Source: an optimization exercise on an open RTL-to-GDS flow (aim: small area and a short achievable clock period). Production flows keep margins and buffers that such runs may drop. Function was not checked in any run shown here: the RTL went through the layout flow alone. No activity file was given, so power comes from the tool's default toggle rates.

`flow/flow/run.sh`:
```
#!/bin/bash
# Standard ORFS layout with small port buffers and a tighter setup target for repair_timing.
set -euo pipefail
export BUFFER_PORTS_ARGS="-buffer_cell sky130_fd_sc_hd__buf_1"
export SETUP_SLACK_MARGIN=8.5
bash standard.sh > standard.log 2>&1
```
`flow/standard.sh`:
```
#!/bin/bash
# synth_recipe.tcl (not shown) runs the flow's synth.tcl, then flattens the netlist and writes it again
# the make line also repeats each setting of config.mk as NAME=value (left out here)
make -C /OpenROAD-flow-scripts/flow DESIGN_CONFIG=/design/flow/config.mk WORK_HOME=/design/flow/orfs CLKGATE_MAP_FILE= SYNTH_SCRIPT=/design/flow/synth_recipe.tcl "${@:-finish}"
```
`flow/config.mk`:
```
export PLATFORM = sky130hd
export DESIGN_NAME = fadd_p2
export DESIGN_NICKNAME = fadd_p2
export VERILOG_FILES = /design/flow/design.v
export SDC_FILE = /design/flow/constraint.sdc
export NUM_CORES = 4
export LEC_CHECK = 0
export ABC_AREA = 1
export CAP_MARGIN = 20
export CORE_MARGIN = 2
export CORE_UTILIZATION = 45
export CTS_BUF_LIST = sky130_fd_sc_hd__clkbuf_8
export PLACE_DENSITY = 0.6
export SLEW_MARGIN = 20
```
`flow/constraint.sdc`:
```
create_clock -name core_clock -period 15.0 [get_ports {clk}]
set_input_delay 3.0000 -clock core_clock [delete_from_list [all_inputs] [get_ports {clk}]]
set_output_delay 3.0000 -clock core_clock [all_outputs]
set_load 0.01 [all_outputs]
```
`flow/design.v`:
```
`default_nettype none
module fadd_p2 (input wire [31:0] x1,
                input wire [31:0] x2,
                output reg [31:0] y,
                output reg        ovf,
                input wire        clk,
                input wire        rstn);
   wire        s1 = x1[31];
   wire        s2 = x2[31];
   wire [7:0]  e1 = x1[30:23];
   wire [7:0]  e2 = x2[30:23];
   wire [22:0] m1 = x1[22:0];
   wire [22:0] m2 = x2[22:0];
   wire        h1 = |e1;
   wire        h2 = |e2;
   wire [7:0]  e1a = {e1[7:1], e1[0] | ~h1};
   wire [7:0]  e2a = {e2[7:1], e2[0] | ~h2};
   wire        f1 = &e1;
   wire        f2 = &e2;
   wire        spec = f1 | f2;
   wire        nz1 = |m1;
   wire        nz2 = |m2;
   wire        pick1 = f1 & (~f2 | nz1);
   wire        sub = s1 ^ s2;
   wire        infnan = f1 & f2 & ~nz1 & ~nz2 & sub;
   wire        nzp = pick1 ? nz1 : nz2;
   reg  [31:0] cg0, ce0;
   reg  [15:0] cg1, ce1;
   reg  [7:0]  cg2, ce2;
   reg  [3:0]  cg3, ce3;
   reg  [1:0]  cg4, ce4;
   integer     k;
   always @* begin
      for (k = 0; k < 32; k = k + 1) begin
         cg0[k] = (k < 31) ? (x2[k] & ~x1[k]) : 1'b0;
         ce0[k] = (k < 31) ? ~(x2[k] ^ x1[k]) : 1'b1;
      end
      for (k = 0; k < 16; k = k + 1) begin
         cg1[k] = cg0[2*k+1] | (ce0[2*k+1] & cg0[2*k]);
         ce1[k] = ce0[2*k+1] & ce0[2*k];
      end
      for (k = 0; k < 8; k = k + 1) begin
         cg2[k] = cg1[2*k+1] | (ce1[2*k+1] & cg1[2*k]);
         ce2[k] = ce1[2*k+1] & ce1[2*k];
      end
      for (k = 0; k < 4; k = k + 1) begin
         cg3[k] = cg2[2*k+1] | (ce2[2*k+1] & cg2[2*k]);
         ce3[k] = ce2[2*k+1] & ce2[2*k];
      end
      for (k = 0; k < 2; k = k + 1) begin
         cg4[k] = cg3[2*k+1] | (ce3[2*k+1] & cg3[2*k]);
         ce4[k] = ce3[2*k+1] & ce3[2*k];
      end
   end
   wire        ge21 = cg4[1] | (ce4[1] & (cg4[0] | ce4[0]));
   wire        sel = spec ? ~pick1 : ge21;
   wire [7:0]  es = sel ? e2a : e1a;
   wire [23:0] msx = sel ? {h2, m2} : {h1, m1};
   wire [23:0] ms = {msx[23], msx[22] | (spec & (nzp | infnan)), msx[21:0]};
   wire [23:0] mi = sel ? {h1, m1} : {h2, m2};
   wire        ss = (sel ? s2 : s1) | infnan;
   wire [8:0]  d12 = {1'b0, e1a} - {1'b0, e2a};
   wire [7:0]  d21 = e2a - e1a;
   wire [7:0]  tde = d12[8] ? d21 : d12[7:0];
   wire        sat = spec | (|tde[7:5]);
   wire [4:0]  de = tde[4:0];
   wire [25:0] a0 = {mi, 2'b00};
   wire [25:0] a1 = de[0] ? {1'b0, a0[25:1]} : a0;
   wire        t1 = de[0] & a0[0];
   wire [25:0] a2 = de[1] ? {2'b0, a1[25:2]} : a1;
   wire        t2 = de[1] & (|a1[1:0]);
   wire [25:0] a3 = de[2] ? {4'b0, a2[25:4]} : a2;
   wire        t3 = de[2] & (|a2[3:0]);
   wire [25:0] a4 = de[3] ? {8'b0, a3[25:8]} : a3;
   wire        t4 = de[3] & (|a3[7:0]);
   wire [25:0] a5s = de[4] ? {16'b0, a4[25:16]} : a4;
   wire        t5 = de[4] & (|a4[15:0]);
   wire [25:0] a5 = sat ? 26'd0 : a5s;
   wire        nzi = sel ? (h1 | nz1) : (h2 | nz2);
   wire        tstck = sat ? nzi : (t1 | t2 | t3 | t4 | t5);
   reg [23:0]  msr;
   reg [25:0]  miar;
   reg         stckr;
   reg         subr;
   reg         ssr;
   reg         specr;
   reg [7:0]   er;       
   always @(posedge clk) begin
      msr   <= ms;
      miar  <= a5;
      stckr <= tstck;
      subr  <= sub;
      ssr   <= ss;
      specr <= spec;
      er    <= es + 8'd1;
   end
   wire [26:0] aa = {1'b0, msr, 2'b00};
   wire [26:0] bb = {1'b0, miar} ^ {27{subr}};
   wire [26:0] p0 = aa ^ bb;
   wire [26:0] g0 = aa & bb;
   reg  [26:0] g, p;
   integer     i, l;
   always @* begin
      g = g0; p = p0;
      g[0] = g0[0] | (p0[0] & subr);
      for (l = 0; l < 5; l = l + 1)
        for (i = (2 << l) - 1; i < 27; i = i + (2 << l)) begin
           g[i] = g[i] | (p[i] & g[i - (1 << l)]);
           p[i] = p[i] & p[i - (1 << l)];
        end
      for (l = 3; l >= 0; l = l - 1)
        for (i = (3 << l) - 1; i < 27; i = i + (2 << l)) begin
           g[i] = g[i] | (p[i] & g[i - (1 << l)]);
           p[i] = p[i] & p[i - (1 << l)];
        end
   end
   wire [26:0] mye = p0 ^ {g[25:0], subr};
   reg  [26:0] sent;
   always @* begin
      for (i = 0; i < 27; i = i + 1)
        sent[i] = (er == 8'd27 - i[7:0]);
   end
   wire [26:0] n0 = mye | sent;
   wire [31:0] lzi = {n0, 5'b11111};
   reg  [15:0] v1;  reg [15:0] c1;
   reg  [7:0]  v2;  reg [15:0] c2;
   reg  [3:0]  v3;  reg [11:0] c3;
   reg  [1:0]  v4;  reg [7:0]  c4;
   reg  [4:0]  sh;
   always @* begin
      for (i = 0; i < 16; i = i + 1) begin
         v1[i] = lzi[2*i+1] | lzi[2*i];
         c1[i] = ~lzi[2*i+1];
      end
      for (i = 0; i < 8; i = i + 1) begin
         v2[i] = v1[2*i+1] | v1[2*i];
         c2[2*i +: 2] = v1[2*i+1] ? {1'b0, c1[2*i+1]} : {1'b1, c1[2*i]};
      end
      for (i = 0; i < 4; i = i + 1) begin
         v3[i] = v2[2*i+1] | v2[2*i];
         c3[3*i +: 3] = v2[2*i+1] ? {1'b0, c2[2*(2*i+1) +: 2]} : {1'b1, c2[2*(2*i) +: 2]};
      end
      for (i = 0; i < 2; i = i + 1) begin
         v4[i] = v3[2*i+1] | v3[2*i];
         c4[4*i +: 4] = v3[2*i+1] ? {1'b0, c3[3*(2*i+1) +: 3]} : {1'b1, c3[3*(2*i) +: 3]};
      end
      sh = v4[1] ? {1'b0, c4[7:4]} : {1'b1, c4[3:0]};
   end
   wire [26:0] k1 = sh[4] ? {mye[10:0], 16'b0} : mye;
   wire [26:0] k2 = sh[3] ? {k1[18:0], 8'b0} : k1;
   wire [26:0] k3 = sh[2] ? {k2[22:0], 4'b0} : k2;
   wire [26:0] k4 = sh[1] ? {k3[24:0], 2'b0} : k3;
   wire [26:0] myf = sh[0] ? {k4[25:0], 1'b0} : k4;
   wire        den = ~myf[26];
   wire [7:0]  eyr = den ? 8'd0 : (er - {3'b0, sh});
   wire        ovfp = (&er) & mye[26];
   wire        stk = stckr | myf[0];
   wire        up = ~ovfp & myf[2] & (myf[1] | (stk ? ~subr : myf[3]));
   wire        zero = ~|mye;
   wire        sy = ssr & (~subr | ~zero);
   reg         syr;
   reg [30:0]  yur;
   reg         upr;
   reg         nspr;
   always @(posedge clk) begin
      if (~rstn) begin
         syr  <= 1'b0;
         yur  <= 31'd0;
         upr  <= 1'b0;
         nspr <= 1'b0;
      end else begin
         syr  <= sy;
         yur  <= {eyr, myf[25:3] & {23{~ovfp}}};
         upr  <= up;
         nspr <= ~specr;
      end
   end
   wire [31:0] yu32 = {1'b0, yur};
   reg  [31:0] ic;
   reg  [7:0]  ibc;
   always @* begin
      ibc[0] = upr;
      for (i = 1; i < 8; i = i + 1)
        ibc[i] = ibc[i-1] & (&yu32[4*i-4 +: 4]);
      for (i = 0; i < 32; i = i + 1)
        ic[i] = (i % 4 == 0) ? ibc[i/4] : (ic[i-1] & yur[i-1]);
   end
   wire [30:0] yr = yur ^ ic[30:0];
   always @* begin
      y   = {syr, yr};
      ovf = nspr & (&yr[30:23]);
   end
endmodule
`default_nettype wire
```
==> Implementation_results.wiki, run 1 <==
{| class="wikitable"
! Metric !! Value
|-
| Crit-path max cell delay || 420 ps
|-
| Top cell family by delay on the critical path || simple AND/OR/NAND/NOR gates
|-
| Clock network power share || 10.6%
|-
| Global router's overall resource usage || 27.5%
|-
| Vias in the first global route || 10209
|-
| Crit end category || flip-flop
|-
| Required time of the worst setup path || 15270 ps
|-
| Final ANT Viol Nets || 0
|-
| Final GP Congestion || 0.977
|-
| Setup violation total in the final timing report || 0
|-
| Classification of the worst-slack hold path || reg2reg
|-
| Signal arrival time at the worst endpoint || 6530 ps
|-
| FF-to-FF End || yur[29]
|-
| Synth cell types || 54
|-
| Maximum fanout along the worst path || 11
|-
| Ranking of synthesized cells by area || sky130_fd_sc_hd__dfxtp_1, sky130_fd_sc_hd__nand3_1, sky130_fd_sc_hd__nand2_1
|-
| Cells along the critical path || buf_1 -> nor4_1 -> nand2_1 -> inv_1 -> nor2_1 -> inv_1 -> ha_1 -> inv_1 -> fa_1 -> nand3_1 -> nand2_1 -> nand4_1 -> o311ai_4 -> o21ai_0 -> xor2_1 -> inv_1 -> nor2_2 -> inv_1 -> o21ai_0
|-
| Status || finished clean
|-
| Most used cell, CP || sky130_fd_sc_hd__inv_1
|-
| Final global-route overflow total || 0
|-
| TNS Setup || 0 ps
|-
| Flop-to-flop setup slack || 8910 ps
|-
| Fin. max-slew vios || 0
|-
| Core area || 21900 um^2
|-
| Clock Skew || 11.7 ps
|-
| Cell accounting for the most synthesized area || sky130_fd_sc_hd__dfxtp_1
|-
| Horizontal extent of the die || 154 um
|-
| Comb pwr share || 68.9%
|-
| Multi-input gate area in the final layout || 7320 um^2
|-
| #FFs+latches synth || 96
|-
| Via density per instance || 5.57
|-
| Unrepaired setup endpoints after global routing || true
|-
| Antenna violations before repair || 1
|-
| Max VDD drop || 53.6 uV
|-
| Clock insertion delay at the later pin of the skew report || 380 ps
|-
| PwrDens || 157 nW/um^2
|-
| Maximum clock frequency || 160 MHz
|-
| CTS tree || yes
|-
| Average wire length per cell after detail routing || 17.2 um
|-
| Filler Cell Count || 2403
|-
| Post-route minimum period || 6260 ps
|-
| Total of max-cap violations || 0
|-
| Final hold violations || 0
|-
| Count of TritonRoute iterations in the first routing pass || 5
|-
| CTS HTree Levels || 3
|-
| Placed cell count || 1919
|-
| DRC violation total after the first TritonRoute iteration || 882
|-
| Max-slew headroom at the worst pin || 30.7%
|-
| Synth warn || 1
|-
| Initial core utilization || 46.1%
|-
| Number of buffers added to fix hold violations after cts || 0
|-
| Top cell type's share of synthesized area || 19.1%
|-
| Area growth from synthesis to final layout || 8.83%
|-
| Layout Nets || 1835
|-
| Actual transition at the worst max-transition pin || 1040 ps
|-
| Clock tree buffer depth || 2
|-
| Mean post-synth cell area || 6.33 um^2
|-
| Mapped Nets || 1769
|-
| Net Switching || 940 uW
|-
| Clk sinks || 96
|-
| WS Path Type || in2reg
|-
| Sw frac || 54.6%
|-
| Number of core rows || 54
|-
| Post-route non-filler standard cell count || 1946
|-
| Hold depth || 1
|-
| Number of cells on the worst reg-to-reg path || 30
|-
| Clock slew at the register clock pins of the worst setup and hold paths || 100 ps
|-
| Number of standard cells after synthesis || 1594
|-
| First-pass GRT wire length || 53000 um
|-
| Clock buffers created by TritonCTS || 9
|-
| Sequential area share after synthesis || 19.1%
|-
| Total wire length || 33400 um
|-
| Period utilization || 41.7%
|-
| Launch point of the worst hold path || specr
|-
| Setup crit start kind || input port
|-
| Fraction of power consumed by sequential logic || 20.5%
|-
| # DRC || 0
|-
| Cell internal pwr || 780 uW
|-
| Seq. cell area || 1920 um^2
|-
| Worst Hold Path EP || nspr
|-
| Max stage delay cell, worst path || sky130_fd_sc_hd__xor2_1
|-
| Count of input and output buffers || 98
|-
| Combined area of all synthesized cells || 10100 um^2
|-
| Combined buffer and inverter count along the critical path || 6
|-
| HPWL after detailed placement || 26900 um
|-
| Crit Reg-Reg Startpoint || subr
|-
| Commonest non-fill, non-tap cell in the layout || sky130_fd_sc_hd__nand2_1
|-
| Area enclosed by the die boundary || 23600 um^2
|-
| Leading cell types in the layout, fill and taps excluded || sky130_fd_sc_hd__nand2_1, sky130_fd_sc_hd__nand3_1, sky130_fd_sc_hd__inv_1
|-
| Root buffer cell || sky130_fd_sc_hd__clkbuf_8
|-
| Chip Height || 154 um
|-
| Static Leak || 5.44 nW
|-
| Fraction of final layout cells with drive strength greater than 1 || 5.89%
|-
| Vias after detailed routing || 10831
|-
| Pin count of the biggest net entering global routing || 40
|-
| Number of primary I/O pins || 99
|}
-- synthesized netlist by cell type (all sizes together) --
cell	n
a211oi	1
a21boi	1
a21o	3
a21oi	64
a221oi	2
a31o	1
a31oi	5
a32o	1
buf	38
clkbuf	18
clkinv	1
dfxtp	96
fa	15
ha	94
inv	181
nand2	367
nand3	307
nand3b	1
nand4	35
nor2	157
nor3	14
nor4	19
o211ai	7
o21a	2
o21ai	87
o21bai	3
o22ai	3
o311ai	5
o31ai	2
or2	3
or4	1
xnor2	16
xor2	44
-- layer usage --
metal	vias up	routed length, um	GRT usage, %
li1	5460	-	-
met1	4938	14800	35.6
met2	362	16000	48.4
met3	71	1330	1.83
met4	0	1320	9.87
met5	-	0	0
-- area by class of cell --
class                   count  share of cell area, %
multi-input cells        1264                   66.7
repair inverters            1                 0.0684
well taps                 280                   3.19
flip-flops and latches     96                   17.5
clock buffers              10                   1.25
clock inverters             6                  0.718
inverters                 182                   6.49
repair buffers            106                   4.08
diodes                      1                 0.0228
-- logic make-up after synthesis --
family / count (synthesis) / share of synthesized area [%]
AND/OR/NAND/NOR: 904 / 40.8
buffers and inverters: 238 / 9.64
AO/OA/AOI/OAI: 187 / 10.6
adder cells (fa/ha/maj): 109 / 14.6
flip-flops: 96 / 19.1
XOR/XNOR: 60 / 5.28
-- sequential cells by signal, summed over array words and instances, names as in the netlist, 8 cells and up --
signal  cells
miar       26
yur        31
er          8
msr        24
-- power by group through the flow --
stage,Combinational [mW],Sequential [mW],Clock (mW)
6_report,1.19,0.352,0.182
5_1_grt,1.33,0.361,0.195
4_1_cts,1.15,0.353,0.186
3_5_place_dp,1.14,0.359,0
3_3_place_gp,1.14,0.358,0
2_1_floorplan,0.877,0.348,0
-- timing repair --
item / CTS / global route
pin swaps: 1 / 5
endpoints found under the setup margin: 33 / 37
gates cloned: 1 / 4
buffers inserted: 0 / 5
resized for setup: 8 / 27
-- through the flow --
stage | setup WS, ps | utilization [%] | hold slack (ps) | cell area [um^2] | total power [mW]
finish | 8740 | 50.1 | 453 | 11000 | 1.72
global route | 8370 | 50.1 | 490 | 11000 | 1.89
CTS | 8540 | 49.3 | 459 | 10800 | 1.69
detailed placement | 7590 | 48.1 | 438 | 10500 | 1.50
global placement | 7570 | 48.1 | 426 | 10500 | 1.50
floorplan | 9060 | - | 366 | 10100 | 1.23
-- how the worst max path moves through the flow --
stage	startpoint	to	slack [ps]	cells after the start
2_1_floorplan	x2[26]	stckr	9060	25
3_3_place_gp	x2[27]	stckr	7570	25
4_1_cts	x1[28]	stckr	8540	18
3_5_place_dp	x2[27]	stckr	7590	25
6_report	x2[27]	miar[1]	8740	19
5_1_grt	subr	yur[29]	8370	31
-- worst reg2reg max path: cells and delay by family, from the launching register on --
family	cells	cell delay (ps)
adders and majority gates	4	1470
AOI/OAI and AO/OA	6	950
and+or+nand+nor	14	2030
buffers and inverters	5	830
xor gates and xnor gates	1	320
DFF	1	420
==> inputs of run 2 (changes only) <==
--- a/flow/config.mk
+++ b/flow/config.mk
@@ -8,7 +8,7 @@
 export ABC_AREA = 1
 export CAP_MARGIN = 20
 export CORE_MARGIN = 2
-export CORE_UTILIZATION = 45
+export CORE_UTILIZATION = 55
 export CTS_BUF_LIST = sky130_fd_sc_hd__clkbuf_8
-export PLACE_DENSITY = 0.6
+export PLACE_DENSITY = 0.7
 export SLEW_MARGIN = 20
==> Implementation_results.wiki, run 2 <==
{| class="wikitable"
! Metric !! Value
|-
| Status || finished clean
|-
| Static Leak || 5.46 nW
|-
| Synth warn || 1
|-
| Chip Height || 139 um
|-
| Most used cell, CP || sky130_fd_sc_hd__nand2_1
|-
| Regs by FF count || yur x31, miar x26, msr x24
|-
| Final hold violations || 0
|-
| Count of TritonRoute iterations in the first routing pass || 5
|-
| Comb pwr share || 67.3%
|-
| Number of standard cells after synthesis || 1594
|-
| Top-count cell post-synth || sky130_fd_sc_hd__nand2_1
|-
| Top cell family by delay on the critical path || simple AND/OR/NAND/NOR gates
|-
| First-pass GRT wire length || 51100 um
|-
| Pin count of the biggest net entering global routing || 44
|-
| CTS HTree Levels || 3
|-
| Total of max-cap violations || 0
|-
| Clock insertion delay at the later pin of the skew report || 380 ps
|-
| Leading cell types in the layout, fill and taps excluded || sky130_fd_sc_hd__nand2_1, sky130_fd_sc_hd__nand3_1, sky130_fd_sc_hd__inv_1
|-
| Vias after detailed routing || 10955
|-
| Cell accounting for the most synthesized area || sky130_fd_sc_hd__dfxtp_1
|-
| TNS Setup || 0 ps
|-
| Post-route minimum period || 6260 ps
|-
| Antenna violations before repair || 1
|-
| Number of core rows || 49
|-
| HPWL after detailed placement || 25700 um
|-
| Global router's overall resource usage || 32.1%
|-
| Classification of the worst-slack hold path || reg2reg
|-
| Ranking of synthesized cells by area || sky130_fd_sc_hd__dfxtp_1, sky130_fd_sc_hd__nand3_1, sky130_fd_sc_hd__nand2_1
|-
| Signal arrival time at the worst endpoint || 6530 ps
|-
| Root buffer cell || sky130_fd_sc_hd__clkbuf_8
|-
| Clock slew at the register clock pins of the worst setup and hold paths || 100 ps
|-
| Max stage delay cell, worst path || sky130_fd_sc_hd__fa_1
|-
| Maximum clock frequency || 160 MHz
|-
| Clock buffers created by TritonCTS || 9
|-
| Mapped Nets || 1769
|-
| Period utilization || 41.7%
|-
| Setup violation total in the final timing report || 0
|-
| CTS tree || yes
|-
| Area growth from synthesis to final layout || 8.70%
|-
| #FFs+latches synth || 96
|-
| Placed cell count || 1869
|-
| Max reg flops || 31
|-
| Fin. max-slew vios || 0
|-
| Clk sinks || 96
|-
| Top cell type's share of synthesized area || 19.1%
|-
| Cell internal pwr || 827 uW
|-
| Total wire length || 32100 um
|-
| Final global-route overflow total || 0
|-
| Number of enable-type register cells in the synthesized netlist || 0
|-
| Fraction of power consumed by sequential logic || 20.1%
|-
| Sequential area share after synthesis || 19.1%
|-
| Via density per instance || 5.79
|-
| Largest register by flop count || yur
|-
| Synth cell types || 54
|-
| Post-route non-filler standard cell count || 1892
|-
| Core area || 18000 um^2
|-
| Final ANT Viol Nets || 0
|-
| Combined area of all synthesized cells || 10100 um^2
|-
| Fraction of final layout cells with drive strength greater than 1 || 5.78%
|-
| Proportion of synthesized flip-flops having asynchronous set or reset || 0%
|-
| Layout Nets || 1833
|-
| PwrDens || 160 nW/um^2
|-
| Crit end category || flip-flop
|-
| WS Path Type || in2reg
|-
| Clock network power share || 12.6%
|-
| Commonest non-fill, non-tap cell in the layout || sky130_fd_sc_hd__nand2_1
|-
| Max-slew headroom at the worst pin || 35.5%
|-
| Horizontal extent of the die || 139 um
|-
| Clock Skew || 15.2 ps
|-
| Maximum fanout along the worst path || 26
|-
| Required time of the worst setup path || 15280 ps
|-
| Unrepaired setup endpoints after global routing || true
|-
| Clock tree buffer depth || 2
|-
| Sw frac || 52.8%
|-
| Final GP Congestion || 1.04
|-
| Number of primary I/O pins || 99
|-
| Count of input and output buffers || 98
|-
| Average wire length per cell after detail routing || 17.0 um
|-
| Post-synth top cells || sky130_fd_sc_hd__nand2_1, sky130_fd_sc_hd__nand3_1, sky130_fd_sc_hd__inv_1
|-
| Mean post-synth cell area || 6.33 um^2
|-
| Combined buffer and inverter count along the critical path || 5
|-
| Actual transition at the worst max-transition pin || 968 ps
|-
| Leading register cell type out of synthesis || sky130_fd_sc_hd__dfxtp_1
|-
| Setup crit start kind || input port
|-
| Crit-path max cell delay || 400 ps
|-
| Net Switching || 926 uW
|-
| Area enclosed by the die boundary || 19400 um^2
|-
| Max VDD drop || 142 uV
|-
| Final design utilization || 61.0%
|-
| DRC violation total after the first TritonRoute iteration || 1019
|-
| # DRC || 0
|-
| Initial core utilization || 56.2%
|-
| Vias in the first global route || 10248
|}
## run 2: cell counts after synthesis
No cell type changed its count.
## run 2: cell families after synthesis
family / count (synthesis) / synth area share, %
XOR/XNOR: 60 / 5.28
AND/OR/NAND/NOR: 904 / 40.8
adder cells (fa/ha/maj): 109 / 14.6
buffers and inverters: 238 / 9.64
AO/OA/AOI/OAI: 187 / 10.6
flip-flops: 96 / 19.1
## run 2: worst paths after layout
| path | start | to | slack (ps) | cells past startpoint |
|---|---|---|---|---|
| hold reg to reg | specr | nspr | 450 | 1 |
| setup reg to reg | subr | yur[29] | 9020 | 30 |
| hold / removal | specr | nspr | 450 | 1 |
| setup / recovery | x2[27] | stckr | 8740 | 25 |
## run 2: routing by layer
layer	up-vias	part of all wire, %	GRT usage, %
li1	5462	-	-
met1	4908	41	40.6
met2	485	48	55.6
met3	100	6.3	3.48
met4	0	4.7	13.7
met5	-	0	0
## run 2: worst reg2reg max path, delay by kind of cell (launching register included)
family / cells / cell delay (ps)
AOI/OAI and AO/OA: 6 / 910
xor gates and xnor gates: 1 / 330
adders and majority gates: 4 / 1460
buffers and inverters: 5 / 810
DFF: 1 / 330
and+or+nand+nor: 14 / 2060
## run 2: layout make-up
class / count / area [um^2]
clock inverters: 6 / 138
fillers: 1774 / 7000
inverters: 182 / 708
clock buffers: 9 / 124
flip-flops and latches: 96 / 1920
multi-input cells: 1264 / 7330
repair inverters: 1 / 7.51
well taps: 229 / 287
repair buffers: 104 / 445
diodes: 1 / 2.50
## run 2: per-stage QoR
step                      setup slack (ps)  power (mW)  area, um^2  hold WS [ps]
after floorplan                       9060        1.23       10100           366
after global placement                7620        1.48       10500           418
after detailed placement              7630        1.49       10500           417
after CTS                             8490        1.72       10800           433
after global routing                  8380        1.92       11000           449
final                                 8740        1.75       11000           448
## run 2: what timing repair did
item	in CTS	in global routing
gates cloned	1	4
setup endpoints to repair	29	39
buffers inserted	0	2
pin swaps	1	3
resized for setup	5	35
endpoints found under the hold margin	0	0
hold buffers	0	0
## run 2: power by group through the flow
| stage | registers, mW | clock network (mW) | logic [mW] |
|---|---|---|---|
| 2_1_floorplan | 0.348 | 0 | 0.877 |
| 3_3_place_gp | 0.356 | 0 | 1.13 |
| 3_5_place_dp | 0.358 | 0 | 1.13 |
| 4_1_cts | 0.352 | 0.224 | 1.14 |
| 5_1_grt | 0.359 | 0.234 | 1.32 |
| 6_report | 0.352 | 0.222 | 1.18 |
==> inputs of run 3 (changes only) <==
--- a/flow/design.v
+++ b/flow/design.v
@@ -57,27 +57,27 @@
    wire [7:0]  es = sel ? e2a : e1a;
    wire [23:0] msx = sel ? {h2, m2} : {h1, m1};
    wire [23:0] ms = {msx[23], msx[22] | (spec & (nzp | infnan)), msx[21:0]};
-   wire [23:0] mi = sel ? {h1, m1} : {h2, m2};
+   wire        hx = h1 ^ h2;
+   wire [23:0] mv1 = hx ? {m1, 1'b0} : {h1, m1};
+   wire [23:0] mv2 = hx ? {m2, 1'b0} : {h2, m2};
+   wire [23:0] mi = sel ? mv1 : mv2;
    wire        ss = (sel ? s2 : s1) | infnan;
-   wire [8:0]  d12 = {1'b0, e1a} - {1'b0, e2a};
-   wire [7:0]  d21 = e2a - e1a;
+   wire [8:0]  d12 = {1'b0, e1} - {1'b0, e2};
+   wire [7:0]  d21 = e2 - e1;
    wire [7:0]  tde = d12[8] ? d21 : d12[7:0];
-   wire        sat = spec | (|tde[7:5]);
-   wire [4:0]  de = tde[4:0];
+   wire [4:0]  de = (spec | (|tde[7:5])) ? 5'd31 : tde[4:0];
    wire [25:0] a0 = {mi, 2'b00};
-   wire [25:0] a1 = de[0] ? {1'b0, a0[25:1]} : a0;
-   wire        t1 = de[0] & a0[0];
-   wire [25:0] a2 = de[1] ? {2'b0, a1[25:2]} : a1;
-   wire        t2 = de[1] & (|a1[1:0]);
+   wire [25:0] a1 = de[4] ? {16'b0, a0[25:16]} : a0;
+   wire        t1 = de[4] & (|a0[15:0]);
+   wire [25:0] a2 = de[3] ? {8'b0, a1[25:8]} : a1;
+   wire        t2 = de[3] & (|a1[7:0]);
    wire [25:0] a3 = de[2] ? {4'b0, a2[25:4]} : a2;
    wire        t3 = de[2] & (|a2[3:0]);
-   wire [25:0] a4 = de[3] ? {8'b0, a3[25:8]} : a3;
-   wire        t4 = de[3] & (|a3[7:0]);
-   wire [25:0] a5s = de[4] ? {16'b0, a4[25:16]} : a4;
-   wire        t5 = de[4] & (|a4[15:0]);
-   wire [25:0] a5 = sat ? 26'd0 : a5s;
-   wire        nzi = sel ? (h1 | nz1) : (h2 | nz2);
-   wire        tstck = sat ? nzi : (t1 | t2 | t3 | t4 | t5);
+   wire [25:0] a4 = de[1] ? {2'b0, a3[25:2]} : a3;
+   wire        t4 = de[1] & (|a3[1:0]);
+   wire [25:0] a5 = de[0] ? {1'b0, a4[25:1]} : a4;
+   wire        t5 = de[0] & a4[0];
+   wire        tstck = t1 | t2 | t3 | t4 | t5;
    reg [23:0]  msr;
    reg [25:0]  miar;
    reg         stckr;
@@ -152,7 +152,21 @@
    wire [26:0] k4 = sh[1] ? {k3[24:0], 2'b0} : k3;
    wire [26:0] myf = sh[0] ? {k4[25:0], 1'b0} : k4;
    wire        den = ~myf[26];
-   wire [7:0]  eyr = den ? 8'd0 : (er - {3'b0, sh});
+   wire [7:0]  xb = ~{3'b0, sh};
+   wire [7:0]  xp0 = er ^ xb;
+   reg  [7:0]  xg, xp;
+   always @* begin
+      xg = er & xb; xp = xp0;
+      xg[0] = xg[0] | xp0[0];
+      for (l = 0; l < 3; l = l + 1)
+        for (i = 0; i < 8; i = i + 1)
+          if (i[l]) begin
+             xg[i] = xg[i] | (xp[i] & xg[((i >> l) << l) - 1]);
+             xp[i] = xp[i] & xp[((i >> l) << l) - 1];
+          end
+   end
+   wire [7:0]  xd = xp0 ^ {xg[6:0], 1'b1};
+   wire [7:0]  eyr = den ? 8'd0 : xd;
    wire        ovfp = (&er) & mye[26];
    wire        stk = stckr | myf[0];
    wire        up = ~ovfp & myf[2] & (myf[1] | (stk ? ~subr : myf[3]));
@@ -177,18 +191,24 @@
    end
    wire [31:0] yu32 = {1'b0, yur};
    reg  [31:0] ic;
-   reg  [7:0]  ibc;
-   always @* begin
+   reg  [7:0]  ibc, ibk;
+   reg         ibp;
+   always @* begin
+      for (i = 0; i < 8; i = i + 1)
+        ibk[i] = &yu32[4*i +: 4];
       ibc[0] = upr;
-      for (i = 1; i < 8; i = i + 1)
-        ibc[i] = ibc[i-1] & (&yu32[4*i-4 +: 4]);
+      ibp = 1'b1;
+      for (i = 1; i < 8; i = i + 1) begin
+         ibp = ibp & ibk[i-1];
+         ibc[i] = upr & ibp;
+      end
       for (i = 0; i < 32; i = i + 1)
         ic[i] = (i % 4 == 0) ? ibc[i/4] : (ic[i-1] & yur[i-1]);
    end
    wire [30:0] yr = yur ^ ic[30:0];
    always @* begin
       y   = {syr, yr};
-      ovf = nspr & (&yr[30:23]);
+      ovf = nspr & ((&yur[30:23]) | ((yur[30:23] == 8'hfe) & ic[23]));
    end
 endmodule
 `default_nettype wire
--- a/flow/config.mk
+++ b/flow/config.mk
@@ -8,7 +8,7 @@
 export ABC_AREA = 1
 export CAP_MARGIN = 20
 export CORE_MARGIN = 2
-export CORE_UTILIZATION = 55
+export CORE_UTILIZATION = 45
 export CTS_BUF_LIST = sky130_fd_sc_hd__clkbuf_8
-export PLACE_DENSITY = 0.7
+export PLACE_DENSITY = 0.6
 export SLEW_MARGIN = 20
==> Implementation_results.wiki, run 3 <==
{| class="wikitable"
! Metric !! Value
|-
| Clock tree buffer depth || 2
|-
| Global router's overall resource usage || 24.5%
|-
| Mapped Nets || 1877
|-
| CTS HTree Levels || 3
|-
| Pin count of the biggest net entering global routing || 105
|-
| Required time of the worst setup path || 15290 ps
|-
| Max-slew headroom at the worst pin || 51.9%
|-
| Placed cell count || 2055
|-
| DRC violation total after the first TritonRoute iteration || 554
|-
| Count of input and output buffers || 98
|-
| Maximum clock frequency || 162 MHz
|-
| Max VDD drop || 73.7 uV
|-
| Post-route minimum period || 6160 ps
|-
| Clock buffers created by TritonCTS || 9
|-
| Vias in the first global route || 9677
|-
| Leading register cell type out of synthesis || sky130_fd_sc_hd__dfxtp_1
|-
| Number of enable-type register cells in the synthesized netlist || 0
|-
| Status || finished clean
|-
| Post-route non-filler standard cell count || 2075
|-
| Overall power of the completed layout || 1.86 mW
|-
| Actual transition at the worst max-transition pin || 722 ps
|-
| Top cell type's share of synthesized area || 18.0%
|-
| Cells along the critical path || buf_1 -> inv_1 -> ha_1 -> fa_1 -> inv_1 -> nand2_2 -> nand2_2 -> a21oi_2 -> o21ai_2 -> nand2_2 -> nand2_4 -> inv_4 -> nand2_1 -> o21ai_0 -> xnor2_1 -> nor2_4 -> inv_2 -> nand3_1 -> nand2_1 -> nand2_1 -> nand3_1 -> nand2_1
|-
| Antenna violations before repair || 0
|-
| Leading cell types in the layout, fill and taps excluded || sky130_fd_sc_hd__nand2_1, sky130_fd_sc_hd__nand3_1, sky130_fd_sc_hd__inv_1
|-
| Clock slew at the register clock pins of the worst setup and hold paths || 100 ps
|-
| Number of buffers added to fix hold violations after cts || 0
|-
| Mean post-synth cell area || 6.29 um^2
|-
| Clock insertion delay at the later pin of the skew report || 400 ps
|-
| Crit end category || flip-flop
|-
| Vias after detailed routing || 10860
|-
| Final hold violations || 0
|-
| Signal arrival time at the worst endpoint || 6450 ps
|-
| Setup violation total in the final timing report || 0
|-
| Via density per instance || 5.23
|-
| HPWL after detailed placement || 25200 um
|-
| Regs by FF count || yur x31, miar x26, msr x24
|-
| Chip Height || 158 um
|-
| Total of max-cap violations || 0
|-
| # DRC || 0
|-
| Layout Nets || 1928
|-
| PwrDens || 163 nW/um^2
|-
| Horizontal extent of the die || 158 um
|-
| Number of standard cells after synthesis || 1700
|-
| Classification of the worst-slack hold path || reg2reg
|-
| Number of diodes || 0
|-
| Fin. max-slew vios || 0
|-
| Clock Skew || 19.7 ps
|-
| Fraction of final layout cells with drive strength greater than 1 || 6.49%
|-
| Filler Cell Count || 2542
|-
| Count of TritonRoute iterations in the first routing pass || 6
|-
| Final global-route overflow total || 0
|-
| Fraction of met2 tracks used by global routing || 41.2%
|-
| #FFs+latches synth || 96
|-
| Routing layer with the top usage in global route || met2
|-
| Cell accounting for the most synthesized area || sky130_fd_sc_hd__dfxtp_1
|-
| Area growth from synthesis to final layout || 6.79%
|-
| Number of setup buffers added after CTS || 0
|-
| Met3 track utilization from global routing || 1.72%
|-
| TNS Setup || 0 ps
|-
| Crit-path max cell delay || 570 ps
|-
| First-pass GRT wire length || 48800 um
|-
| Combined area of all synthesized cells || 10700 um^2
|-
| Sequential area share after synthesis || 18.0%
|-
| Setup crit start kind || input port
|-
| Core area || 23400 um^2
|-
| Max stage delay cell, worst path || sky130_fd_sc_hd__xnor2_1
|-
| CTS tree || yes
|-
| Top cell family by delay on the critical path || simple AND/OR/NAND/NOR gates
|-
| Final GP Congestion || 0.905
|-
| Ranking of synthesized cells by area || sky130_fd_sc_hd__dfxtp_1, sky130_fd_sc_hd__nand2_1, sky130_fd_sc_hd__ha_1
|-
| Met1 capacity usage during global routing || 33.1%
|-
| Final ANT Viol Nets || 0
|-
| Initial core utilization || 45.7%
|-
| Total wire length || 31100 um
|-
| Largest register by flop count || yur
|-
| Post-synth top cells || sky130_fd_sc_hd__nand2_1, sky130_fd_sc_hd__nand3_1, sky130_fd_sc_hd__inv_1
|-
| Max reg flops || 31
|-
| WS Path Type || in2reg
|-
| Combined buffer and inverter count along the critical path || 5
|-
| Synth warn || 1
|-
| Synth cell types || 60
|-
| Number of primary I/O pins || 99
|-
| Clk sinks || 96
|-
| Commonest non-fill, non-tap cell in the layout || sky130_fd_sc_hd__nand2_1
|-
| Average wire length per cell after detail routing || 15.0 um
|-
| Number of core rows || 56
|-
| Unrepaired setup endpoints after global routing || true
|-
| Period utilization || 41.0%
|-
| Proportion of synthesized flip-flops having asynchronous set or reset || 0%
|-
| Root buffer cell || sky130_fd_sc_hd__clkbuf_8
|-
| Area enclosed by the die boundary || 25000 um^2
|-
| Most used cell, CP || sky130_fd_sc_hd__nand2_1
|-
| Top-count cell post-synth || sky130_fd_sc_hd__nand2_1
|-
| Maximum fanout along the worst path || 24
|-
| Static Leak || 5.68 nW
|}
run 3: cell count changes after synthesis, sizes merged, moves of 11 or more:
cell,change
a21oi,-12
buf,+11
nand2,+144
o21ai,+75
nand3,-119
nor2,-18
run 3: per-layer routing:
layer | part of all wire, % | vias to the layer above
met4 | 2.6 | 0
li1 | - | 5682
met2 | 46 | 303
met3 | 4.1 | 44
met1 | 47 | 4831
met5 | 0 | -
run 3: repair_timing:
action	4_1_cts	5_1_grt
endpoints found under the hold margin	0	0
pin swaps	0	4
resized for setup	3	7
endpoints found under the setup margin	8	36
gates cloned	0	4
run 3: layout make-up:
cell class / instances / area, um^2 / area share, %
clock buffers: 9 / 124 / 1.08
clock inverters: 7 / 114 / 0.997
inverters: 184 / 707 / 6.19
multi-input cells: 1356 / 7730 / 67.7
flip-flops and latches: 96 / 1920 / 16.8
well taps: 319 / 399 / 3.50
repair buffers: 104 / 423 / 3.70
run 3: final timing paths:
kind,slack (ps),startpoint,to,cells after the start
setup / recovery,8840,x1[23],miar[11],22
hold / removal,420,specr,nspr,1
setup reg to reg,9020,subr,yur[28],30
hold reg to reg,420,specr,nspr,1
run 3: cell families after synthesis:
| kind of cell | share of synthesized area, % |
|---|---|
| buffers and inverters | 10.2 |
| AO/OA/AOI/OAI | 14.1 |
| AND/OR/NAND/NOR | 37.7 |
| XOR/XNOR | 5.49 |
| adder cells (fa/ha/maj) | 14.2 |
| flip-flops | 18.0 |
| multiplexers | 0.386 |
run 3: per-stage QoR:
stage | hold WS (ps) | area, um^2 | util (%) | setup slack, ps
final | 415 | 11400 | 48.8 | 8840
after global routing | 446 | 11400 | 48.8 | 8470
after CTS | 418 | 11400 | 48.6 | 8510
after detailed placement | 405 | 11100 | 47.5 | 8050
after global placement | 403 | 11100 | 47.5 | 8040
after floorplan | 366 | 10700 | - | 9320
run 3: report_power, final:
part / internal [mW] / switching, mW
registers: 0.326 / 0.0410
clock network: 0.0977 / 0.105
logic: 0.431 / 0.854
==> inputs of run 4 (changes only) <==
==> flow/flow/run.sh (replaced) <==
#!/bin/bash
# Standard ORFS layout with small port buffers and a tighter setup target for repair_timing.
set -euo pipefail
export BUFFER_PORTS_ARGS="-buffer_cell sky130_fd_sc_hd__buf_1"
export SETUP_SLACK_MARGIN=9.0
bash standard.sh > standard.log 2>&1
==> Implementation_results.wiki, run 4 <==
{| class="wikitable"
! Metric !! Value
|-
| Net Switching || 1.04 mW
|-
| Count of TritonRoute iterations in the first routing pass || 6
|-
| Setup violation total in the final timing report || 0
|-
| Number of standard cells after synthesis || 1700
|-
| Leading register cell type out of synthesis || sky130_fd_sc_hd__dfxtp_1
|-
| Final ANT Viol Nets || 0
|-
| Post-synth top cells || sky130_fd_sc_hd__nand2_1, sky130_fd_sc_hd__nand3_1, sky130_fd_sc_hd__inv_1
|-
| # DRC || 0
|-
| Status || finished clean
|-
| Area enclosed by the die boundary || 25000 um^2
|-
| CTS tree || yes
|-
| Crit end category || flip-flop
|-
| HPWL after detailed placement || 25200 um
|-
| Met3 track utilization from global routing || 1.94%
|-
| Cell internal pwr || 890 uW
|-
| Proportion of synthesized flip-flops having asynchronous set or reset || 0%
|-
| Mapped Nets || 1877
|-
| Period utilization || 38.7%
|-
| Ranking of synthesized cells by area || sky130_fd_sc_hd__dfxtp_1, sky130_fd_sc_hd__nand2_1, sky130_fd_sc_hd__ha_1
|-
| Max-slew headroom at the worst pin || 52.2%
|-
| Crit Reg-Reg Startpoint || subr
|-
| Commonest non-fill, non-tap cell in the layout || sky130_fd_sc_hd__nand2_1
|-
| Antenna violations before repair || 0
|-
| Chip Height || 158 um
|-
| Clk sinks || 96
|-
| Pin count of the biggest net entering global routing || 105
|-
| Number of cells on the worst reg-to-reg path || 30
|-
| Clock buffers created by TritonCTS || 9
|-
| Total wire length || 32500 um
|-
| Multi-input gate area in the final layout || 7930 um^2
|-
| Setup crit start kind || input port
|-
| Sequential area share after synthesis || 18.0%
|-
| Synth cell types || 60
|-
| Root buffer cell || sky130_fd_sc_hd__clkbuf_8
|-
| #FFs+latches synth || 96
|-
| Met1 capacity usage during global routing || 33.4%
|-
| Number of diodes || 0
|-
| Combined area of all synthesized cells || 10700 um^2
|-
| CTS HTree Levels || 3
|-
| Area growth from synthesis to final layout || 11.5%
|-
| Mean post-synth cell area || 6.29 um^2
|-
| Signal arrival time at the worst endpoint || 6150 ps
|-
| Clock network power share || 10.5%
|-
| Layout Nets || 1959
|-
| Max VDD drop || 74.4 uV
|-
| Minimum setup slack after placement || 8050 ps
|-
| Static Leak || 5.90 nW
|-
| Number of primary I/O pins || 99
|-
| Fin. max-slew vios || 0
|-
| Synth warn || 1
|-
| Top cell type's share of synthesized area || 18.0%
|-
| Max reg flops || 31
|-
| PwrDens || 162 nW/um^2
|-
| Classification of the worst-slack hold path || reg2reg
|-
| DRC violation total after the first TritonRoute iteration || 558
|-
| FF-to-FF End || yur[30]
|-
| Cell accounting for the most synthesized area || sky130_fd_sc_hd__dfxtp_1
|-
| Sw frac || 53.8%
|-
| Leading cell types in the layout, fill and taps excluded || sky130_fd_sc_hd__nand2_1, sky130_fd_sc_hd__nand3_1, sky130_fd_sc_hd__inv_1
|-
| Largest register by flop count || yur
|-
| Worst setup path start || x2[26]
|-
| Fraction of power consumed by sequential logic || 19.1%
|-
| Flop-to-flop setup slack || 9410 ps
|-
| TNS Setup || 0 ps
|-
| Number of enable-type register cells in the synthesized netlist || 0
|-
| Min setup slack post-route || 9200 ps
|-
| Via density per instance || 5.27
|-
| Horizontal extent of the die || 158 um
|-
| First-pass GRT wire length || 50100 um
|-
| Global router's overall resource usage || 25.2%
|-
| Critical path destination || miar[15]
|-
| Regs by FF count || yur x31, miar x26, msr x24
|-
| Core area || 23400 um^2
|-
| Clock Skew || 17.2 ps
|-
| Initial core utilization || 45.7%
|-
| Vias after detailed routing || 11099
|-
| Number of core rows || 56
|-
| Required time of the worst setup path || 15350 ps
|-
| Fraction of met2 tracks used by global routing || 43.5%
|-
| Post-route minimum period || 5800 ps
|-
| Final global-route overflow total || 0
|-
| Average wire length per cell after detail routing || 15.4 um
|-
| Final GP Congestion || 0.905
|-
| Filler Cell Count || 2504
|-
| Clock insertion delay at the later pin of the skew report || 400 ps
|-
| WS Path Type || in2reg
|-
| Fraction of final layout cells with drive strength greater than 1 || 9.46%
|-
| Total of max-cap violations || 0
|-
| Top-count cell post-synth || sky130_fd_sc_hd__nand2_1
|-
| Maximum fanout along the worst path || 6
|-
| Routing layer with the top usage in global route || met2
|-
| Maximum clock frequency || 172 MHz
|-
| Actual transition at the worst max-transition pin || 697 ps
|-
| Seq. cell area || 1920 um^2
|-
| Unrepaired setup endpoints after global routing || true
|-
| Vias in the first global route || 9825
|-
| Clock tree buffer depth || 2
|-
| Clock slew at the register clock pins of the worst setup and hold paths || 110 ps
|-
| Final hold violations || 0
|-
| Comb pwr share || 70.4%
|-
| Count of input and output buffers || 98
|}
[run 4: cell counts after synthesis]
No cell type changed its count.
[run 4: how the worst min path moves through the flow]
stage / end / slack [ps] / startpoint / cells after the start
6_report: nspr / 410 / specr / 1
5_1_grt: nspr / 450 / specr / 1
4_1_cts: nspr / 420 / specr / 1
3_5_place_dp: nspr / 400 / specr / 1
3_3_place_gp: nspr / 400 / specr / 1
2_1_floorplan: nspr / 370 / specr / 1
[run 4: layer usage]
| metal | vias to the layer above | routed length [um] |
|---|---|---|
| met5 | - | 0 |
| met2 | 323 | 15500 |
| li1 | 5753 | - |
| met3 | 46 | 1360 |
| met1 | 4977 | 14900 |
| met4 | 0 | 779 |
[run 4: per-stage QoR]
step	utilization, %	cells	hold slack (ps)	power [mW]	area, um^2
2_1_floorplan	-	1700	366	1.35	10700
3_3_place_gp	47.5	2055	403	1.63	11100
3_5_place_dp	47.5	2055	405	1.64	11100
4_1_cts	49.0	2080	418	1.87	11500
5_1_grt	50.9	2106	446	2.11	11900
6_report	50.9	2106	414	1.93	11900
[run 4: power by group through the flow]
stage,combinational [mW],clock [mW],sequential [mW]
finish,1.36,0.203,0.368
global placement,1.26,0,0.372
global route,1.52,0.217,0.377
detailed placement,1.26,0,0.373
CTS,1.29,0.209,0.368
floorplan,0.985,0,0.362
[run 4: cell type report]
class                   count  share of cell area [%]
clock buffers               9                    1.04
clock inverters             7                   0.955
inverters                 184                    6.08
multi-input cells        1361                    66.5
flip-flops and latches     96                    16.1
well taps                 319                    3.35
repair buffers            129                    5.90
repair inverters            1                  0.0630
[run 4: cell families (layout without fill, tap and decap cells)]
group                    Yosys count  count (layout)  synth area share (%)
AND/OR/NAND/NOR                  909             918                  37.7
AO/OA/AOI/OAI                    261             261                  14.1
buffers and inverters            252             330                  10.2
adder cells (fa/ha/maj)          111             111                  14.2
flip-flops                        96              96                  18.0
XOR/XNOR                          67              67                  5.49
multiplexers                       4               4                 0.386
[run 4: critical path: stages]
cell                      delay (ps)
sky130_fd_sc_hd__buf_1           220
sky130_fd_sc_hd__ha_2            410
sky130_fd_sc_hd__nand2_2         110
sky130_fd_sc_hd__inv_2            40
sky130_fd_sc_hd__nand2_2          60
sky130_fd_sc_hd__nand2_2          60
sky130_fd_sc_hd__a21oi_2         170
sky130_fd_sc_hd__o21ai_2          70
sky130_fd_sc_hd__nand2_2          70
sky130_fd_sc_hd__nand2_4          80
sky130_fd_sc_hd__buf_4           160
sky130_fd_sc_hd__nand2_1          70
sky130_fd_sc_hd__nand2_2          70
sky130_fd_sc_hd__nor2_4          190
sky130_fd_sc_hd__nand3_4         180
sky130_fd_sc_hd__buf_12          170
sky130_fd_sc_hd__nor2_8          140
sky130_fd_sc_hd__nand3_1         130
sky130_fd_sc_hd__o21ai_1         290
sky130_fd_sc_hd__o21ai_1         130
sky130_fd_sc_hd__o21ai_1         180
sky130_fd_sc_hd__nand2_1          70
sky130_fd_sc_hd__nand2_1          60
[run 4: repair_timing]
| item | CTS | global route |
|---|---|---|
| hold buffers | 0 | 0 |
| resized for setup | 12 | 45 |
| pin swaps | 5 | 11 |
| endpoints found under the hold margin | 0 | 0 |
| setup endpoints to repair | 46 | 39 |
| setup buffers | 4 | 20 |
| gates cloned | 5 | 6 |
==> inputs of run 5 (changes only) <==
--- a/flow/design.v
+++ b/flow/design.v
@@ -87,7 +87,7 @@
    reg [7:0]   er;       
    always @(posedge clk) begin
       msr   <= ms;
-      miar  <= a5;
+      miar  <= a5 ^ {26{sub}};    
       stckr <= tstck;
       subr  <= sub;
       ssr   <= ss;
@@ -95,7 +95,7 @@
       er    <= es + 8'd1;
    end
    wire [26:0] aa = {1'b0, msr, 2'b00};
-   wire [26:0] bb = {1'b0, miar} ^ {27{subr}};
+   wire [26:0] bb = {subr, miar};
    wire [26:0] p0 = aa ^ bb;
    wire [26:0] g0 = aa & bb;
    reg  [26:0] g, p;
==> Implementation_results.wiki, run 5 <==
{| class="wikitable"
! Metric !! Value
|-
| Flop-to-flop setup slack || 9420 ps
|-
| Final ANT Viol Nets || 0
|-
| Crit end category || flip-flop
|-
| Top-count cell post-synth || sky130_fd_sc_hd__nand2_1
|-
| Area enclosed by the die boundary || 24900 um^2
|-
| Maximum fanout along the worst path || 8
|-
| Status || finished clean
|-
| Post-synth top cells || sky130_fd_sc_hd__nand2_1, sky130_fd_sc_hd__nand3_1, sky130_fd_sc_hd__inv_1
|-
| Chip Height || 158 um
|-
| Root buffer cell || sky130_fd_sc_hd__clkbuf_8
|-
| Setup crit start kind || input port
|-
| Largest register by flop count || yur
|-
| Core area || 23300 um^2
|-
| Worst-case hold slack || 422 ps
|-
| Clock slew at the register clock pins of the worst setup and hold paths || 110 ps
|-
| Ranking of synthesized cells by area || sky130_fd_sc_hd__dfxtp_1, sky130_fd_sc_hd__nand2_1, sky130_fd_sc_hd__nand3_1
|-
| Vias after detailed routing || 11852
|-
| First-pass GRT wire length || 55500 um
|-
| Share of synthesized cell area in full adder, half adder and majority cells || 14.2%
|-
| Number of primary I/O pins || 99
|-
| Clock insertion delay at the later pin of the skew report || 400 ps
|-
| Vias in the first global route || 10805
|-
| Post-route minimum period || 5770 ps
|-
| Clock tree buffer depth || 2
|-
| Regs by FF count || yur x31, miar x26, msr x24
|-
| Synth warn || 1
|-
| Xor/xnor share of the synthesized area || 3.86%
|-
| Synth cell types || 55
|-
| Global router's overall resource usage || 28.3%
|-
| PwrDens || 152 nW/um^2
|-
| Multi-input gate area in the final layout || 7850 um^2
|-
| CTS tree || yes
|-
| Initial core utilization || 45.5%
|-
| Number of enable-type register cells in the synthesized netlist || 0
|-
| TNS Setup || 0 ps
|-
| Share of cell area taken by muxes after synthesis || 0.188%
|-
| Total wire length || 36200 um
|-
| Period utilization || 38.4%
|-
| Filler Cell Count || 2537
|-
| Required time of the worst setup path || 15300 ps
|-
| Sequential area share after synthesis || 18.1%
|-
| Final global-route overflow total || 0
|-
| Top cell type's share of synthesized area || 18.1%
|-
| Count of TritonRoute iterations in the first routing pass || 6
|-
| WS Path Type || in2reg
|-
| Maximum clock frequency || 173 MHz
|-
| Crit Reg-Reg Startpoint || subr
|-
| Number of standard cells after synthesis || 1743
|-
| Commonest non-fill, non-tap cell in the layout || sky130_fd_sc_hd__nand2_1
|-
| Actual transition at the worst max-transition pin || 820 ps
|-
| Proportion of synthesized flip-flops having asynchronous set or reset || 0%
|-
| Critical path destination || miar[4]
|-
| Seq. cell area || 1920 um^2
|-
| Classification of the worst-slack hold path || reg2reg
|-
| Combined area of all synthesized cells || 10600 um^2
|-
| Number of cells on the worst reg-to-reg path || 30
|-
| DRC violation total after the first TritonRoute iteration || 888
|-
| Count of input and output buffers || 98
|-
| Clock Skew || 14.1 ps
|-
| Leading register cell type out of synthesis || sky130_fd_sc_hd__dfxtp_1
|-
| Via density per instance || 5.48
|-
| Pin count of the biggest net entering global routing || 86
|-
| Fin. max-slew vios || 0
|-
| Clock buffers created by TritonCTS || 9
|-
| Horizontal extent of the die || 158 um
|-
| Worst setup path start || x2[23]
|-
| Non-Filler Cell Area, Final || 11900 um^2
|-
| Average wire length per cell after detail routing || 16.7 um
|-
| Clk sinks || 96
|-
| # DRC || 0
|-
| CTS HTree Levels || 3
|-
| Cell accounting for the most synthesized area || sky130_fd_sc_hd__dfxtp_1
|-
| Max-slew headroom at the worst pin || 43.8%
|-
| #FFs+latches synth || 96
|-
| Static Leak || 6.08 nW
|-
| Simple-gate share of the synthesized area || 41.7%
|-
| Mean post-synth cell area || 6.10 um^2
|-
| Signal arrival time at the worst endpoint || 6070 ps
|-
| Setup violation total in the final timing report || 0
|-
| Synth Area in Compound Gates || 12.0%
|-
| Antenna violations before repair || 0
|-
| Max reg flops || 31
|-
| Max VDD drop || 61.7 uV
|-
| Final GP Congestion || 1.05
|-
| Number of core rows || 56
|-
| Area growth from synthesis to final layout || 11.9%
|-
| Final hold violations || 0
|-
| Mapped Nets || 1919
|-
| Fraction of final layout cells with drive strength greater than 1 || 7.05%
|-
| FF-to-FF End || yur[28]
|-
| Number of diodes || 0
|-
| Layout Nets || 2014
|-
| Placed cell count || 2100
|-
| Combinational family with the most area after synthesis || simple AND/OR/NAND/NOR gates
|-
| Post-route non-filler standard cell count || 2162
|-
| Total of max-cap violations || 0
|-
| Unrepaired setup endpoints after global routing || true
|-
| Leading cell types in the layout, fill and taps excluded || sky130_fd_sc_hd__nand2_1, sky130_fd_sc_hd__nand3_1, sky130_fd_sc_hd__inv_1
|-
| Placement Cell Area || 11100 um^2
|-
| HPWL after detailed placement || 28000 um
|}
-- run 5: cell types whose count changed in the layout (fill, tap and decap cells not counted), sizes merged, moves of 8 or more --
cell	before	now
a21oi	52	60
buf	125	140
inv	182	194
nand3	191	274
nand4	32	48
o21ai	162	123
xnor2	16	8
xor2	51	38
-- run 5: kinds of logic after synthesis --
group,count (synthesis)
multiplexers,2
flip-flops,96
XOR/XNOR,46
AO/OA/AOI/OAI,228
buffers and inverters,261
adder cells (fa/ha/maj),110
AND/OR/NAND/NOR,1000
-- run 5: where the power goes --
part	internal, mW	switching [mW]
Sequential	0.329	0.0520
Combinational	0.421	0.819
Clock	0.0804	0.109
Total	0.830	0.981
-- run 5: area by class of cell --
cell class / count / area share, %
clock buffers: 9 / 1.04
inverters: 192 / 6.25
clock inverters: 7 / 0.705
multi-input cells: 1395 / 66.0
well taps: 319 / 3.36
repair buffers: 143 / 6.38
repair inverters: 1 / 0.0631
flip-flops and latches: 96 / 16.2
-- run 5: worst min-delay path by stage --
| stage | start | to | depth (start not counted) |
|---|---|---|---|
| after floorplan | specr | nspr | 1 |
| after global placement | specr | nspr | 1 |
| after detailed placement | specr | nspr | 1 |
| after global routing | specr | nspr | 1 |
| final | specr | nspr | 1 |
| after CTS | specr | nspr | 1 |
-- run 5: critical path, stage by stage --
cell                       delay, ps
sky130_fd_sc_hd__clkbuf_2        150
sky130_fd_sc_hd__inv_1            70
sky130_fd_sc_hd__ha_1            230
sky130_fd_sc_hd__fa_1            370
sky130_fd_sc_hd__inv_1            80
sky130_fd_sc_hd__nand3_1          60
sky130_fd_sc_hd__nand2_1         110
sky130_fd_sc_hd__a21oi_1          80
sky130_fd_sc_hd__o21ai_1         160
sky130_fd_sc_hd__nand2_1          90
sky130_fd_sc_hd__nand3_1          80
sky130_fd_sc_hd__nand2_1          90
sky130_fd_sc_hd__nor2_4          160
sky130_fd_sc_hd__buf_4           190
sky130_fd_sc_hd__nand2_8         130
sky130_fd_sc_hd__nor2_8          210
sky130_fd_sc_hd__buf_4           150
sky130_fd_sc_hd__nand3_1         110
sky130_fd_sc_hd__nand3_1         130
sky130_fd_sc_hd__nand3_1         120
sky130_fd_sc_hd__nand3_1         120
sky130_fd_sc_hd__nand2_1          60
sky130_fd_sc_hd__nand2_1          50
sky130_fd_sc_hd__nand2_1          60
-- run 5: repair_timing --
item	4_1_cts	5_1_grt
setup endpoints to repair	35	38
endpoints found under the hold margin	0	0
cloned	3	8
setup buffers	0	35
pin swaps	4	15
resized for setup	8	34
hold buffers	0	0
-- run 5: metal layers --
layer	part of all wire [%]	routed length (um)	up-vias	track usage, %
li1	-	-	5976	-
met1	42	15200	5392	33.7
met2	48	17200	383	50.2
met3	5.1	1840	101	3.89
met4	5.4	1970	0	13.3
met5	0	0	-	0
-- run 5: through the flow --
step | total power [mW] | worst slack (ps) | util, %
2_1_floorplan | 1.25 | 9370 | -
3_5_place_dp | 1.54 | 8380 | 47.7
4_1_cts | 1.74 | 8970 | 48.8
5_1_grt | 2.00 | 8940 | 51.0
6_report | 1.81 | 9230 | 51.0
3_3_place_gp | 1.54 | 8370 | 47.7
==> inputs of run 6 (changes only) <==
--- a/flow/design.v
+++ b/flow/design.v
@@ -75,11 +75,10 @@
    wire        t3 = de[2] & (|a2[3:0]);
    wire [25:0] a4 = de[1] ? {2'b0, a3[25:2]} : a3;
    wire        t4 = de[1] & (|a3[1:0]);
-   wire [25:0] a5 = de[0] ? {1'b0, a4[25:1]} : a4;
-   wire        t5 = de[0] & a4[0];
-   wire        tstck = t1 | t2 | t3 | t4 | t5;
+   wire        tstck = t1 | t2 | t3 | t4;
    reg [23:0]  msr;
    reg [25:0]  miar;
+   reg         de0r;
    reg         stckr;
    reg         subr;
    reg         ssr;
@@ -87,7 +86,8 @@
    reg [7:0]   er;       
    always @(posedge clk) begin
       msr   <= ms;
-      miar  <= a5 ^ {26{sub}};    
+      miar  <= a4 ^ {26{sub}};    
+      de0r  <= de[0];
       stckr <= tstck;
       subr  <= sub;
       ssr   <= ss;
@@ -95,7 +95,9 @@
       er    <= es + 8'd1;
    end
    wire [26:0] aa = {1'b0, msr, 2'b00};
-   wire [26:0] bb = {subr, miar};
+   wire [25:0] a5 = de0r ? {subr, miar[25:1]} : miar;
+   wire        t5 = de0r & (miar[0] ^ subr);
+   wire [26:0] bb = {subr, a5};
    wire [26:0] p0 = aa ^ bb;
    wire [26:0] g0 = aa & bb;
    reg  [26:0] g, p;
@@ -168,7 +170,7 @@
    wire [7:0]  xd = xp0 ^ {xg[6:0], 1'b1};
    wire [7:0]  eyr = den ? 8'd0 : xd;
    wire        ovfp = (&er) & mye[26];
-   wire        stk = stckr | myf[0];
+   wire        stk = stckr | t5 | myf[0];
    wire        up = ~ovfp & myf[2] & (myf[1] | (stk ? ~subr : myf[3]));
    wire        zero = ~|mye;
    wire        sy = ssr & (~subr | ~zero);
==> Implementation_results.wiki, run 6 <==
{| class="wikitable"
! Metric !! Value
|-
| Cell accounting for the most synthesized area || sky130_fd_sc_hd__nand2_1
|-
| Number of primary I/O pins || 99
|-
| Top cell type's share of synthesized area || 18.2%
|-
| HPWL after detailed placement || 27500 um
|-
| Clock network power share || 9.1%
|-
| Final ANT Viol Nets || 0
|-
| Classification of the worst-slack hold path || reg2reg
|-
| Area growth from synthesis to final layout || 11.5%
|-
| Antenna violations before repair || 0
|-
| Net Switching || 1.16 mW
|-
| Clock slew at the register clock pins of the worst setup and hold paths || 120 ps
|-
| Crit end category || flip-flop
|-
| Commonest non-fill, non-tap cell in the layout || sky130_fd_sc_hd__nand2_1
|-
| Global router's overall resource usage || 27.0%
|-
| Setup violation total in the final timing report || 0
|-
| Layout Nets || 2019
|-
| Status || finished clean
|-
| Root buffer cell || sky130_fd_sc_hd__clkbuf_8
|-
| Filler Cell Count || 2549
|-
| Total of max-cap violations || 0
|-
| Ranking of synthesized cells by area || sky130_fd_sc_hd__nand2_1, sky130_fd_sc_hd__dfxtp_1, sky130_fd_sc_hd__ha_1
|-
| Count of TritonRoute iterations in the first routing pass || 6
|-
| Pin count of the biggest net entering global routing || 90
|-
| Vias in the first global route || 10631
|-
| Overall power of the completed layout || 2.10 mW
|-
| Largest register by flop count || yur
|-
| TNS Setup || 0 ps
|-
| CTS tree || yes
|-
| CTS HTree Levels || 3
|-
| Post-synth top cells || sky130_fd_sc_hd__nand2_1, sky130_fd_sc_hd__inv_1, sky130_fd_sc_hd__nand3_1
|-
| Regs by FF count || yur x31, miar x26, msr x24
|-
| Actual transition at the worst max-transition pin || 994 ps
|-
| Via density per instance || 5.34
|-
| Clock insertion delay at the later pin of the skew report || 410 ps
|-
| Sw frac || 55.4%
|-
| WS Path Type || in2reg
|-
| Number of diodes || 0
|-
| Max-slew headroom at the worst pin || 33.7%
|-
| Final hold violations || 0
|-
| Max reg flops || 31
|-
| Top-count cell post-synth || sky130_fd_sc_hd__nand2_1
|-
| Crit-path max cell delay || 770 ps
|-
| Proportion of synthesized flip-flops having asynchronous set or reset || 0%
|-
| Fraction of power consumed by sequential logic || 17.9%
|-
| Synth cell types || 57
|-
| Mean post-synth cell area || 6.15 um^2
|-
| Maximum fanout along the worst path || 13
|-
| Final global-route overflow total || 0
|-
| Clock Skew || 21.9 ps
|-
| Max VDD drop || 93.4 uV
|-
| Combined area of all synthesized cells || 10800 um^2
|-
| Number of standard cells after synthesis || 1756
|-
| Sequential area share after synthesis || 18.0%
|-
| First-pass GRT wire length || 55500 um
|-
| Leading cell types in the layout, fill and taps excluded || sky130_fd_sc_hd__nand2_1, sky130_fd_sc_hd__inv_1, sky130_fd_sc_hd__nand3_1
|-
| Fin. max-slew vios || 0
|-
| Post-route minimum period || 5810 ps
|-
| Core area || 23500 um^2
|-
| Mapped Nets || 1932
|-
| Cell internal pwr || 938 uW
|-
| Static Leak || 6.12 nW
|-
| Count of input and output buffers || 98
|-
| Signal arrival time at the worst endpoint || 6160 ps
|-
| Max stage delay cell, worst path || sky130_fd_sc_hd__mux2i_1
|-
| Horizontal extent of the die || 159 um
|-
| DRC violation total after the first TritonRoute iteration || 802
|-
| Synth warn || 1
|-
| Chip Height || 159 um
|-
| Cells along the critical path || clkbuf_2 -> inv_2 -> ha_1 -> fa_1 -> inv_1 -> nand3_1 -> nand2_2 -> a21oi_2 -> o21bai_2 -> nand2_2 -> nand2_4 -> mux2i_1 -> nor2_4 -> clkinvlp_4 -> buf_4 -> nand4_1 -> o21ai_1 -> xor2_1
|-
| Required time of the worst setup path || 15350 ps
|-
| Vias after detailed routing || 11573
|-
| Initial core utilization || 45.9%
|-
| Average wire length per cell after detail routing || 16.2 um
|-
| #FFs+latches synth || 97
|-
| PwrDens || 175 nW/um^2
|-
| Clock tree buffer depth || 2
|-
| # DRC || 0
|-
| Maximum clock frequency || 172 MHz
|-
| Clock buffers created by TritonCTS || 9
|-
| Comb pwr share || 73.0%
|-
| Period utilization || 38.7%
|-
| Area enclosed by the die boundary || 25300 um^2
|-
| Clk sinks || 97
|-
| Number of core rows || 56
|-
| Setup crit start kind || input port
|-
| Number of enable-type register cells in the synthesized netlist || 0
|-
| Final GP Congestion || 1.02
|-
| Most used cell, CP || sky130_fd_sc_hd__nand2_2
|-
| Fraction of final layout cells with drive strength greater than 1 || 8.87%
|-
| Unrepaired setup endpoints after global routing || true
|-
| Total wire length || 35100 um
|-
| Leading register cell type out of synthesis || sky130_fd_sc_hd__dfxtp_1
|}
## run 6: cell count changes after synthesis, sizes merged, moves of 5 or more
| cell | before | now |
|---|---|---|
| a21oi | 60 | 68 |
| inv | 191 | 199 |
| nand2 | 505 | 537 |
| nand3 | 273 | 183 |
| nand4 | 47 | 40 |
| nor2 | 135 | 140 |
| nor4 | 14 | 20 |
| o21a | 7 | 2 |
| o21ai | 123 | 170 |
## run 6: area by class of cell
class	count	area [um^2]	share of cell area, %
timing repair buffer	140	802	6.66
timing repair inverter	1	7.51	0.0624
sequential	97	1950	16.2
multi-input combinational	1394	7900	65.6
tap	319	399	3.32
clock buffer	10	138	1.14
inverter	200	771	6.40
clock inverter	6	78.8	0.655
## run 6: cells by family after synthesis
logic type	share of synthesized area, %
and+or+nand+nor	38.6
AOI/OAI and AO/OA	14.8
xor gates and xnor gates	3.81
DFF	18.0
muxes	0.197
buffers and inverters	10.7
adders and majority gates	13.9
## run 6: worst paths after layout
kind	startpoint	to	slack, ps	depth (start not counted)
max	x1[23]	miar[21]	9190	18
min	specr	nspr	410	1
max reg2reg	de0r	yur[28]	9350	33
min reg2reg	specr	nspr	410	1
## run 6: worst max-delay path, delay by kind of cell
kind                       cells  cell delay (ps)
muxes                          1              770
AOI/OAI and AO/OA              3              380
adders and majority gates      2              600
xor gates and xnor gates       1              170
buffers and inverters          5              570
and+or+nand+nor                6              670
## run 6: timing repair
| action | 4_1_cts | 5_1_grt |
|---|---|---|
| pin swaps | 4 | 9 |
| hold endpoints to repair | 0 | 0 |
| hold buffers | 0 | 0 |
| endpoints found under the setup margin | 39 | 43 |
| gates cloned | 5 | 4 |
| resized for setup | 22 | 40 |
| buffers inserted | 0 | 32 |
## run 6: power groups by stage
| stage | clock network [mW] | logic, mW | registers [mW] |
|---|---|---|---|
| 6_report | 0.192 | 1.53 | 0.377 |
| 5_1_grt | 0.207 | 1.72 | 0.386 |
| 4_1_cts | 0.195 | 1.47 | 0.376 |
| 3_5_place_dp | 0 | 1.43 | 0.381 |
| 3_3_place_gp | 0 | 1.44 | 0.381 |
| 2_1_floorplan | 0 | 1.11 | 0.368 |
## run 6: through the flow
stage | setup WS, ps | instances | utilization, % | area, um^2 | hold WS (ps)
floorplan | 9510 | 1756 | - | 10800 | 366
global placement | 8400 | 2110 | 47.7 | 11200 | 405
detailed placement | 8410 | 2110 | 47.7 | 11200 | 414
CTS | 8970 | 2131 | 49.2 | 11600 | 416
global route | 8940 | 2167 | 51.1 | 12000 | 434
finish | 9190 | 2167 | 51.1 | 12000 | 411
## run 6: routing by layer
layer | GRT usage [%] | up-vias | share of wire [%]
met1 | 34.5 | 5201 | 44
met2 | 47.9 | 339 | 48
li1 | - | 5966 | -
met3 | 2.19 | 67 | 4.2
met5 | 0 | - | 0
met4 | 9.30 | 0 | 3.5

==> afterwards: timing with drivers on the ports <==
No port has a modelled driver above. Below, the same layouts with a new extraction and two added sets of constraints.
Step 1 sets driving cells, clkbuf_16 on the clock port and buf_2 on the other inputs (assumed; they add their load-dependent delay and slew).
Step 2, shift: input delay + t, output delay - t, t = (earliest + latest rising clock arrival at the registers) / 2. This alone moves slack from input paths to output paths.
Three values: ideal ports, drivers, drivers and shift; two values: the first two.
| run | t, ns | slack for setup (ns) | latest minus earliest clock arrival (ns) | worst register clock-pin slew, ns | cell pins on the clock port's net |
|---|---|---|---|---|---|
| run 1 | 0.413 | 8.743 / 8.761 / 8.348 | 0.012 / 0.012 | 0.10 / 0.10 | 1 |
| run 2 | 0.408 | 8.742 / 8.756 / 8.348 | 0.015 / 0.016 | 0.10 / 0.10 | 1 |
| run 3 | 0.428 | 8.844 / 8.863 / 8.435 | 0.020 / 0.019 | 0.11 / 0.11 | 1 |
| run 4 | 0.427 | 9.196 / 9.215 / 8.788 | 0.017 / 0.017 | 0.11 / 0.11 | 1 |
| run 5 | 0.443 | 9.234 / 9.254 / 8.811 | 0.015 / 0.015 | 0.11 / 0.11 | 1 |
| run 6 | 0.442 | 9.190 / 9.207 / 8.766 | 0.022 / 0.023 | 0.12 / 0.12 | 1 |
After both steps every run listed still meets setup and hold. For run 6, which loses most, drivers alone change the setup slack by +0.017 ns; drivers and shift together by -0.424 ns.
